This design comes from an exercise in tuning for small area, a short achievable clock period and few clock cycles on the open sky130 flow, not from production work. The RTL was checked by simulation tests, not by an equivalence proof against the original design.

## oak
// JAM
module JAM (
    input CLK,
    input RST,
    output [2:0] W,
    output [2:0] J,
    input [6:0] Cost,
    output [3:0] MatchCount,
    output [9:0] MinCost,
    output reg Valid );
Size: ~2,200 cells after synthesis, roughly 270 flip-flops, roughly 30 I/O pins, roughly 0.018 mm^2 of cells after synthesis.
==> flow/config.mk <==
export PLATFORM = sky130hd
export DESIGN_NAME = JAM
export DESIGN_NICKNAME = JAM
export VERILOG_FILES = /design/flow/design.v
export SDC_FILE = /design/flow/constraint.sdc
export NUM_CORES = 4
export LEC_CHECK = 0
export ABC_AREA = 1
export CAP_MARGIN = 20
export CORE_MARGIN = 2
export CORE_UTILIZATION = 50
export PLACE_DENSITY = 0.65
export SETUP_SLACK_MARGIN = 5
export SLEW_MARGIN = 20
==> flow/constraint.sdc <==
create_clock -name core_clock -period 10.0 [get_ports {CLK}]
set_input_delay 2.0000 -clock core_clock [delete_from_list [all_inputs] [get_ports {CLK}]]
set_output_delay 2.0000 -clock core_clock [all_outputs]
set_load 0.01 [all_outputs]
standard.sh (not shown) runs the stock make flow with config.mk's settings and CLKGATE_MAP_FILE= SYNTH_SCRIPT=/design/flow/synth_recipe.tcl, a recipe that flattens the netlist after the stock synthesis.
==> flow/flow/run.sh <==
#!/bin/bash
# The standard layout (standard.sh: the standard synthesis, then ORFS to the
# final layout), with timing repair aiming at 5.7 ns of setup slack instead of
# config.mk's 5, so that it works further on the paths it shortens.
set -euo pipefail
sed 's/SETUP_SLACK_MARGIN=[0-9.]*/SETUP_SLACK_MARGIN=5.7/' standard.sh > standard_margin.sh
bash standard_margin.sh > standard.log 2>&1
Testbench counts of oak, summed over its fixed seeds: cycles 2,845.
Setup changes, oak to pine
--- a/flow/flow/run.sh
+++ b/flow/flow/run.sh
@@ -3 +3 @@
-# final layout), with timing repair aiming at 5.7 ns of setup slack instead of
+# final layout), with timing repair aiming at 5.6 ns of setup slack instead of
@@ -6 +6 @@
-sed 's/SETUP_SLACK_MARGIN=[0-9.]*/SETUP_SLACK_MARGIN=5.7/' standard.sh > standard_margin.sh
+sed 's/SETUP_SLACK_MARGIN=[0-9.]*/SETUP_SLACK_MARGIN=5.6/' standard.sh > standard_margin.sh
[summary]
Of oak and pine, pine shows the lower signal arrival time at the worst endpoint, with oak above it.
Non-clock buffer count was higher in oak than in pine.
Compared with oak, in pine sequential cell area in the final layout comparable; layout filler cell count comparable; post-cts hold buffer count comparable.
Diff pine..oak | number of placement rows | unchanged
Against oak, total non-filler cell area in the finished layout in pine came out better.
pine: routed wire length lower than oak
Compare oak and pine | area overhead of the layout relative to synthesis higher: oak
The inputs of birch differ from those of pine as listed below.
- PLACE_DENSITY now 0.75, was 0.65
--- outcome ---
- birch ended with more final cell area excluding filler cells than pine.
- Flip-flop and latch count came out exactly the same in pine and birch.
- Summary — share of cell area taken by flip-flops and latches, birch relative to pine: lower, by 0.19 points.
- Compared pine against birch; wire length within noise.
- Going from pine to birch, the count of cells resized by post-cts repair was found to have gone down by about 3.6%.
- Going from pine to birch, last weighted congestion value of the routability-driven placer grew by a few percent.
- Summary of birch over pine: synthesis-to-layout area growth has increased, clock buffer count has decreased, via count has increased.
The following lists how maple was set up differently from birch:
- ABC_AREA: 1 -> 0
- PLACE_DENSITY: 0.75 -> 0.65
==> run summary <==
Relative to birch, number of standard cells after synthesis has gone down in maple.
Per the comparison of maple with birch, count of placed standard cells in the final layout, fillers left out fell by about 10%; cell area after layout rose by 7.4%; number of standard-cell rows in the floorplan rose by 1; detailed-router iteration count before antenna repair rose by 2.
A slowest cell on the critical path of sky130_fd_sc_hd__or4b_4 is what maple shows, while sky130_fd_sc_hd__fa_2 belongs to birch.

main:
Another version of the RTL of JAM (not shown whole).
Size in the first run: about 17000 um^2 of cells after synthesis.
export LEC_CHECK = 0
export CAP_MARGIN = 20
export CORE_MARGIN = 2
export CORE_UTILIZATION = 40
export PLACE_DENSITY = 0.6
export SETUP_SLACK_MARGIN = 5
export SLEW_MARGIN = 20
create_clock -name core_clock -period 10.0 [get_ports {CLK}]
run.sh (not shown) runs the stock make flow with config.mk's settings and CLKGATE_MAP_FILE= SYNTH_SCRIPT=/design/flow/synth_recipe.tcl, a recipe that flattens the netlist after the stock synthesis.
Stock flow here: none of the scripts above is used.
Testbench counts of main, summed over its fixed seeds: cycles 3,413.
Inputs modified between main and the feature branch:
Settings: changing SETUP_SLACK_MARGIN from 5 to 4.
--- outcome ---
Compared to main, the feature branch reaches a lower achievable clock. The feature branch against main; cell area is down by a few percent. Core util | the feature branch vs main | the feature branch lower. [the feature branch] total track usage fell 0.67 points relative to main. Comparing the feature branch against main, there is no change at all in die outline area. | post-CTS setup-driven buffer insertion count | the feature branch vs main | 57 lower |. Total of fill cells in the finished design (lower): main. Higher register-to-register slack goes to main over the feature branch. Going from main to the feature branch, synthesized cell count roughly the same, critical path depth lower.

RTL: one of the versions met above, not the one the previous note started from.
For scale: roughly 2200 cells after synthesis, roughly 270 flip-flops.
clock: 10.0 ns
lec_check: 0
abc_area: 1
cap_margin: 20
core_margin: 2
core_utilization: 50
cts_cluster_size: 28
place_density: 0.65
setup_slack_margin: 5
slew_margin: 20
standard.sh (not shown) runs the stock make flow with config.mk's settings and CLKGATE_MAP_FILE= SYNTH_SCRIPT=/design/flow/synth_recipe.tcl, a recipe that flattens the netlist after the stock synthesis.
==> flow/flow/run.sh <==
#!/bin/bash
# The standard layout (standard.sh: the standard synthesis, then ORFS to the
# final layout), with timing repair aiming at 5.6 ns of setup slack instead of
# config.mk's 5, so that it works further on the paths it shortens.
set -euo pipefail
sed 's/SETUP_SLACK_MARGIN=[0-9.]*/SETUP_SLACK_MARGIN=5.6/' standard.sh > standard_margin.sh
bash standard_margin.sh > standard.log 2>&1
Testbench counts at the start, summed over its fixed seeds: cycles 2,845.
==> next run, changes <==
==> flow/flow/run.sh (replaced) <==
#!/bin/bash
# The standard layout (standard.sh: the standard synthesis, then ORFS to the
# final layout), with timing repair aiming at 5.5 ns of setup slack instead of
# config.mk's 5, so that it works further on the paths it shortens.
set -euo pipefail
sed 's/SETUP_SLACK_MARGIN=[0-9.]*/SETUP_SLACK_MARGIN=5.5/' standard.sh > standard_margin.sh
bash standard_margin.sh > standard.log 2>&1
--- a/flow/config.mk
+++ b/flow/config.mk
@@ -12 +11,0 @@
-export CTS_CLUSTER_SIZE = 28
Sequential share of layout area rises by 0.26 points.
Maximum frequency falls by 2.3%.
Worst setup slack degrades by 0.10 ns.
Die area does not change.
Global-route usage rises by 0.19 points.
Area after synthesis does not change.
Core utilization falls by 0.46 points.
Worst hold slack degrades by 0.0058 ns.
Final cell count is about the same.

-- what the ideal ports hide --
Ports are ideal in the flow. The routed layouts listed here were re-timed in OpenROAD.
Step 1 (the two cells are an assumption about what drives the block):
set clk [get_ports {CLK}]
set_driving_cell -lib_cell sky130_fd_sc_hd__clkbuf_16 $clk
set_driving_cell -lib_cell sky130_fd_sc_hd__buf_2 [delete_from_list [all_inputs] $clk]
Step 2, shift: input delay + t, output delay - t, t = (earliest + latest rising clock arrival at the registers) / 2. This alone moves slack from input paths to output paths.
Slacks: ideal / step 1 / step 2; pairs: ideal / step 1.
run	t, ns	setup slack, ns	hold slack, ns	worst setup path at the end	latest minus earliest clock arrival (ns)
oak	0.627	5.616 / 5.647 / 5.020	0.471 / 0.471 / 0.471	input to register	0.027 / 0.027
pine	0.621	5.653 / 5.602 / 5.241	0.475 / 0.475 / 0.475	input to register	0.031 / 0.031
birch	0.619	5.464 / 5.464 / 5.099	0.465 / 0.465 / 0.465	input to register	0.031 / 0.031
maple	0.629	5.117 / 5.117 / 4.998	0.456 / 0.456 / 0.456	input to register	0.014 / 0.015
main	0.638	4.289 / 4.289 / 3.695	0.461 / 0.461 / 0.461	input to register	0.026 / 0.026
the feature branch	0.633	4.040 / 4.040 / 3.553	0.467 / 0.467 / 0.467	input to register	0.021 / 0.021
the first run of note 3	0.621	5.653 / 5.602 / 5.241	0.475 / 0.475 / 0.475	input to register	0.031 / 0.031
the second run of note 3	0.629	5.551 / 5.500 / 5.136	0.469 / 0.469 / 0.469	input to register	0.019 / 0.020
After both steps every run listed still meets setup and hold. For oak, which loses most, drivers alone change the setup slack by +0.031 ns; drivers and shift together by -0.596 ns.
